Source: an optimization exercise on an open RTL-to-GDS flow (aim: small area, a short achievable clock period and few clock cycles per item). Production flows keep margins and buffers that such runs may drop. The RTL was checked by simulation tests, not by an equivalence proof against the original design.

## north
==> flow/design.v <==
package present_pkg;
localparam N_ROUNDS = 32;
localparam ROUNDS_PER_CYCLE = 4;
localparam N_CYCLES = N_ROUNDS / ROUNDS_PER_CYCLE;
endpackage
import present_pkg::*;
module present_dp (
  input  [63:0]  d,
  input  [127:0] k,
  input  [2:0]   cyc,
  output logic [63:0]  d_next,
  output logic [127:0] k_next,
  output logic [63:0]  ct
);
function [3:0] fSBox (input [3:0] i);
case (i)
  4'h0: fSBox = 4'hC ; 4'h1: fSBox = 4'h5 ; 4'h2: fSBox = 4'h6 ; 4'h3: fSBox = 4'hB ;
  4'h4: fSBox = 4'h9 ; 4'h5: fSBox = 4'h0 ; 4'h6: fSBox = 4'hA ; 4'h7: fSBox = 4'hD ;
  4'h8: fSBox = 4'h3 ; 4'h9: fSBox = 4'hE ; 4'hA: fSBox = 4'hF ; 4'hB: fSBox = 4'h8 ;
  4'hC: fSBox = 4'h4 ; 4'hD: fSBox = 4'h7 ; 4'hE: fSBox = 4'h1 ; 4'hF: fSBox = 4'h2 ;
endcase
endfunction
function [63:0] P (input [63:0] x);
integer b;
begin
  for (b = 0; b < 63; b = b + 1)
    P[(16*b) % 63] = x[b];
  P[63] = x[63];
end
endfunction
always_comb begin : rounds
  integer j, sb;
  logic [63:0]  dd, ax;
  logic [127:0] kk;
  logic [4:0]   rc;
  dd = d;
  kk = k;
  ax = '0;
  for (j = 0; j < ROUNDS_PER_CYCLE; j = j + 1) begin
    rc = 5'({cyc, 2'b00} + j + 1);
    ax = dd ^ kk[127:64];
    for (sb = 0; sb < 16; sb = sb + 1)
      dd[4*sb+3 -: 4] = fSBox(ax[4*sb+3 -: 4]);
    dd = P(dd);
    kk = {kk[66:0], kk[127:67]};
    kk = {fSBox(kk[127:124]), fSBox(kk[123:120]), kk[119:67], kk[66:62] ^ rc, kk[61:0]};
  end
  d_next = dd;
  k_next = kk;
  ct = ax;
end
endmodule
import present_pkg::*;
module present_ctrl (
  input            clk,
  input            nrst,
  input            ld,      
  input            run,     
  output           last,    
  output logic [2:0] cyc
);
assign last = (cyc == 3'(N_CYCLES-1));
always_ff @(posedge clk)
  if (ld)
    cyc <= 3'd0;
  else if (run && !last)
    cyc <= cyc + 3'd1;
endmodule
import present_pkg::*;
module present (
  input          clk,
  input          nrst,
  input          ld,
  input          busy,       
  input  [63:0]  plaintext,
  input  [127:0] key,
  output         ready,      
  output [63:0]  ciphertext
);
logic [63:0]  dreg;
logic [127:0] kreg;
wire  [63:0]  d_next;
wire  [127:0] k_next;
wire  [2:0]   cyc;
wire          last;
present_ctrl ctrl_i (
  .clk (clk),
  .nrst(nrst),
  .ld  (ld),
  .run (busy),
  .last(last),
  .cyc (cyc)
);
present_dp dp_i (
  .d     (dreg),
  .k     (kreg),
  .cyc   (cyc),
  .d_next(d_next),
  .k_next(k_next),
  .ct    (ciphertext)
);
always_ff @(posedge clk)
  if (ld) begin
    dreg <= plaintext;
    kreg <= key;
  end else if (!last) begin
    dreg <= d_next;
    kreg <= k_next;
  end
assign ready = !busy || last;
endmodule
module avalon_accel(
  input  clk,
  input  reset_n,
  input         avs_write,
  input  [31:0] avs_writedata,
  output [31:0] avs_readdata,
  input  [4:0]  avs_address,
  output logic avm_write,
  output logic avm_read,
  input         avm_waitrequest,
  output logic [31:0] avm_writedata,
  input  [31:0] avm_readdata,
  output logic [31:0] avm_address,
  output logic irq
);
logic [31:0] R [0:7];
wire [127:0] key_reg = {R[3], R[2], R[1], R[0]};
always_ff @(posedge clk or negedge reset_n)
  if (!reset_n)
    for (int i = 0; i < 8; i++)
      R[i] <= '0;
  else if (avs_write)
    R[avs_address[4:2]] <= avs_writedata;
logic act;
wire  run = act && !irq;
assign avs_readdata = (avs_address == 5'h1c) ? {31'b0, act} : R[avs_address[4:2]];
wire ctrl_wr = avs_write && (avs_address[4:2] == 3'd7);
localparam [1:0] WH = 2'd0, WL = 2'd1, RH = 2'd2, RL = 2'd3;
logic [1:0]  ph;
logic        breq;           
logic        bpt;            
logic        comp;           
logic [63:0] buff;           
logic [31:3] rd_ptr, wr_ptr;
logic [31:0] rem;            
wire acc    = breq && !avm_waitrequest;
wire more   = (rem != 32'd0);
wire bdone  = (acc && (ph == RL || (ph == WL && !more))) || (run && !breq);
wire finish = acc && ph == WL && !more && !comp;
wire        ready;
wire [63:0] ct;
wire        swap = run && bdone && ready && !finish;
wire        newpt = (acc && ph == RL) || bpt;
wire [63:0] pt = {buff[63:32], breq ? avm_readdata : buff[31:0]};
assign avm_read      = breq && ph[1];
assign avm_write     = breq && !ph[1];
assign avm_address   = {ph[1] ? rd_ptr : wr_ptr, ph[0], 2'b00};
assign avm_writedata = ph[0] ? buff[31:0] : buff[63:32];
always_ff @(posedge clk or negedge reset_n)
  if (!reset_n) begin
    act  <= 1'b0;
    irq  <= 1'b0;
    breq <= 1'b0;
    bpt  <= 1'b0;
    comp <= 1'b0;
    ph   <= RH;
  end else begin
    if (!act) begin
      if (ctrl_wr && avs_writedata[0]) begin
        act  <= 1'b1;
        breq <= 1'b1;
        ph   <= RH;
        bpt  <= 1'b0;
        comp <= 1'b0;
      end
    end else if (irq) begin
      if (ctrl_wr && !avs_writedata[0]) begin
        act <= 1'b0;
        irq <= 1'b0;
      end
    end else begin
      if (finish) begin
        irq  <= 1'b1;
        breq <= 1'b0;
      end else if (swap) begin
        comp <= newpt;
        bpt  <= 1'b0;
        breq <= comp || more;
        ph   <= comp ? WH : RH;
      end else if (acc) begin
        case (ph)
          WH: ph <= WL;
          WL: if (more) ph <= RH; else breq <= 1'b0;
          RH: ph <= RL;
          RL: begin breq <= 1'b0; bpt <= 1'b1; end
        endcase
      end
    end
  end
always_ff @(posedge clk) begin
  if (!act) begin
    rd_ptr <= R[4][31:3];
    wr_ptr <= R[5][31:3];
    rem    <= R[6];
  end else begin
    if (acc && ph == RH) rem <= rem - 32'd1;
    if (acc && ph == RL) rd_ptr <= rd_ptr + 29'd1;
    if (acc && ph == WL) wr_ptr <= wr_ptr + 29'd1;
  end
  if (swap)
    buff <= ct;
  else if (acc && ph == RH)
    buff[63:32] <= avm_readdata;
  else if (acc && ph == RL)
    buff[31:0] <= avm_readdata;
end
present core (
  .clk       (clk),
  .nrst      (reset_n),
  .ld        (swap),
  .busy      (comp),
  .plaintext (pt),
  .key       (key_reg),
  .ready     (ready),
  .ciphertext(ct)
);
endmodule
make LEC_CHECK=0 CAP_MARGIN=20 CORE_MARGIN=2 CORE_UTILIZATION=40 PLACE_DENSITY=0.6 SLEW_MARGIN=20 finish   # period 7.0 ns
run.sh (not shown) runs the stock make flow with config.mk's settings and CLKGATE_MAP_FILE= SYNTH_SCRIPT=/design/flow/synth_recipe.tcl, a recipe that flattens the netlist after the stock synthesis.
Testbench counts of north, summed over its fixed seeds: cycles 15,956, blocks 1,681.
Modified inputs, south compared to north
--- a/flow/design.v
+++ b/flow/design.v
@@ -1,24 +1,27 @@
 package present_pkg;
 localparam N_ROUNDS = 32;
-localparam ROUNDS_PER_CYCLE = 4;
-localparam N_CYCLES = N_ROUNDS / ROUNDS_PER_CYCLE;
+localparam ROUNDS_PER_CYCLE = 3;
+localparam N_CYCLES = (N_ROUNDS + ROUNDS_PER_CYCLE - 1) / ROUNDS_PER_CYCLE;
+localparam CT_STAGE = N_ROUNDS - (N_CYCLES - 1) * ROUNDS_PER_CYCLE - 1;
+localparam CW = (N_CYCLES <= 2) ? 1 : (N_CYCLES <= 4) ? 2 : (N_CYCLES <= 8) ? 3 : (N_CYCLES <= 16) ? 4 : 5;
 endpackage
 import present_pkg::*;
 module present_dp (
   input  [63:0]  d,
   input  [127:0] k,
-  input  [2:0]   cyc,
+  input  [CW-1:0] cyc,
   output logic [63:0]  d_next,
   output logic [127:0] k_next,
   output logic [63:0]  ct
 );
-function [3:0] fSBox (input [3:0] i);
-case (i)
-  4'h0: fSBox = 4'hC ; 4'h1: fSBox = 4'h5 ; 4'h2: fSBox = 4'h6 ; 4'h3: fSBox = 4'hB ;
-  4'h4: fSBox = 4'h9 ; 4'h5: fSBox = 4'h0 ; 4'h6: fSBox = 4'hA ; 4'h7: fSBox = 4'hD ;
-  4'h8: fSBox = 4'h3 ; 4'h9: fSBox = 4'hE ; 4'hA: fSBox = 4'hF ; 4'hB: fSBox = 4'h8 ;
-  4'hC: fSBox = 4'h4 ; 4'hD: fSBox = 4'h7 ; 4'hE: fSBox = 4'h1 ; 4'hF: fSBox = 4'h2 ;
-endcase
+function [3:0] fSBox (input [3:0] x);
+  fSBox[0] = (x[1]&x[2]) ^ x[2] ^ x[3] ^ x[0];
+  fSBox[1] = (x[1]&x[3]) ^ (x[0]&x[1]&x[2]) ^ (x[0]&x[2]&x[3]) ^ (x[2]&x[3]) ^
+             (x[0]&x[1]&x[3]) ^ x[3] ^ x[1];
+  fSBox[2] = ~((x[0]&x[3]) ^ (x[0]&x[1]) ^ (x[0]&x[2]&x[3]) ^ (x[1]&x[3]) ^
+               (x[0]&x[1]&x[3]) ^ x[3] ^ x[2]);
+  fSBox[3] = ~((x[0]&x[1]&x[3]) ^ (x[1]&x[2]) ^ (x[0]&x[1]&x[2]) ^ (x[0]&x[2]&x[3]) ^
+               x[3] ^ x[1] ^ x[0]);
 endfunction
 function [63:0] P (input [63:0] x);
 integer b;
@@ -36,9 +39,11 @@
   dd = d;
   kk = k;
   ax = '0;
+  ct = '0;
   for (j = 0; j < ROUNDS_PER_CYCLE; j = j + 1) begin
-    rc = 5'({cyc, 2'b00} + j + 1);
+    rc = 5'(cyc * ROUNDS_PER_CYCLE + j + 1);
     ax = dd ^ kk[127:64];
+    if (j == CT_STAGE) ct = ax;
     for (sb = 0; sb < 16; sb = sb + 1)
       dd[4*sb+3 -: 4] = fSBox(ax[4*sb+3 -: 4]);
     dd = P(dd);
@@ -47,7 +52,6 @@
   end
   d_next = dd;
   k_next = kk;
-  ct = ax;
 end
 endmodule
 import present_pkg::*;
@@ -57,14 +61,14 @@
   input            ld,      
   input            run,     
   output           last,    
-  output logic [2:0] cyc
-);
-assign last = (cyc == 3'(N_CYCLES-1));
+  output logic [CW-1:0] cyc
+);
+assign last = (cyc == CW'(N_CYCLES-1));
 always_ff @(posedge clk)
   if (ld)
-    cyc <= 3'd0;
+    cyc <= '0;
   else if (run && !last)
-    cyc <= cyc + 3'd1;
+    cyc <= cyc + 1'b1;
 endmodule
 import present_pkg::*;
 module present (
@@ -81,7 +85,7 @@
 logic [127:0] kreg;
 wire  [63:0]  d_next;
 wire  [127:0] k_next;
-wire  [2:0]   cyc;
+wire  [CW-1:0] cyc;
 wire          last;
 present_ctrl ctrl_i (
   .clk (clk),
@@ -144,8 +148,8 @@
 logic [63:0] buff;           
 logic [31:3] rd_ptr, wr_ptr;
 logic [31:0] rem;            
+logic        more;           
 wire acc    = breq && !avm_waitrequest;
-wire more   = (rem != 32'd0);
 wire bdone  = (acc && (ph == RL || (ph == WL && !more))) || (run && !breq);
 wire finish = acc && ph == WL && !more && !comp;
 wire        ready;
@@ -203,8 +207,12 @@
     rd_ptr <= R[4][31:3];
     wr_ptr <= R[5][31:3];
     rem    <= R[6];
+    more   <= 1'b1;
   end else begin
-    if (acc && ph == RH) rem <= rem - 32'd1;
+    if (acc && ph == RH) begin
+      rem  <= rem - 32'd1;
+      more <= (rem != 32'd1);
+    end
     if (acc && ph == RL) rd_ptr <= rd_ptr + 29'd1;
     if (acc && ph == WL) wr_ptr <= wr_ptr + 29'd1;
   end
Results
- Compared with north, south shows met2 usage lower by 4.1 points.
- Looking at smallest setup slack after layout across north and south, the one that comes out higher is south.
- south against north: total global-route track usage went down; depth of the critical timing path with buffers and inverters included lost 10; slew of the pin with the lowest slew margin increased 0.017 ns.
- Measured against south, the routed wire length of north comes out at 1.3 times the reference value.
- Final area: south vs north down 16%
- In south, the area occupied by multi-input gates came out 24% below the value in north.
- Looking at maximum fanout along the worst path, south sits 38 above north.
- The clock-buffer cell count of south falls short of that of north by about 4%.
Testbench counts of south, summed over its fixed seeds: cycles 20,158, blocks 1,681.

==> re-timing with driven ports <==
Ports are ideal in the flow. The routed layouts listed here were re-timed in OpenROAD. Step 1 sets driving cells, clkbuf_16 on the clock port and buf_2 on the other inputs (assumed; they add their load-dependent delay and slew). Step 2 also shifts input and output timing later by t, the mid clock arrival at the registers, as if the neighbouring blocks saw the same clock. a / b / c = ideal / step 1 / step 2; a / b = the first two.
run | shift t [ns] | setup slack, ns | clock arrival spread, ns | worst data-port slew with drivers (ns)
north | 0.724 | 0.343 / 0.343 / 0.343 | 0.034 / 0.033 | 0.10
south | 0.706 | 1.245 / 1.187 / 1.187 | 0.044 / 0.043 | 0.08
After both steps setup and hold are still met in every run listed. The setup slack of south, which loses most, moves by -0.058 ns with the drivers and by -0.058 ns with both steps.
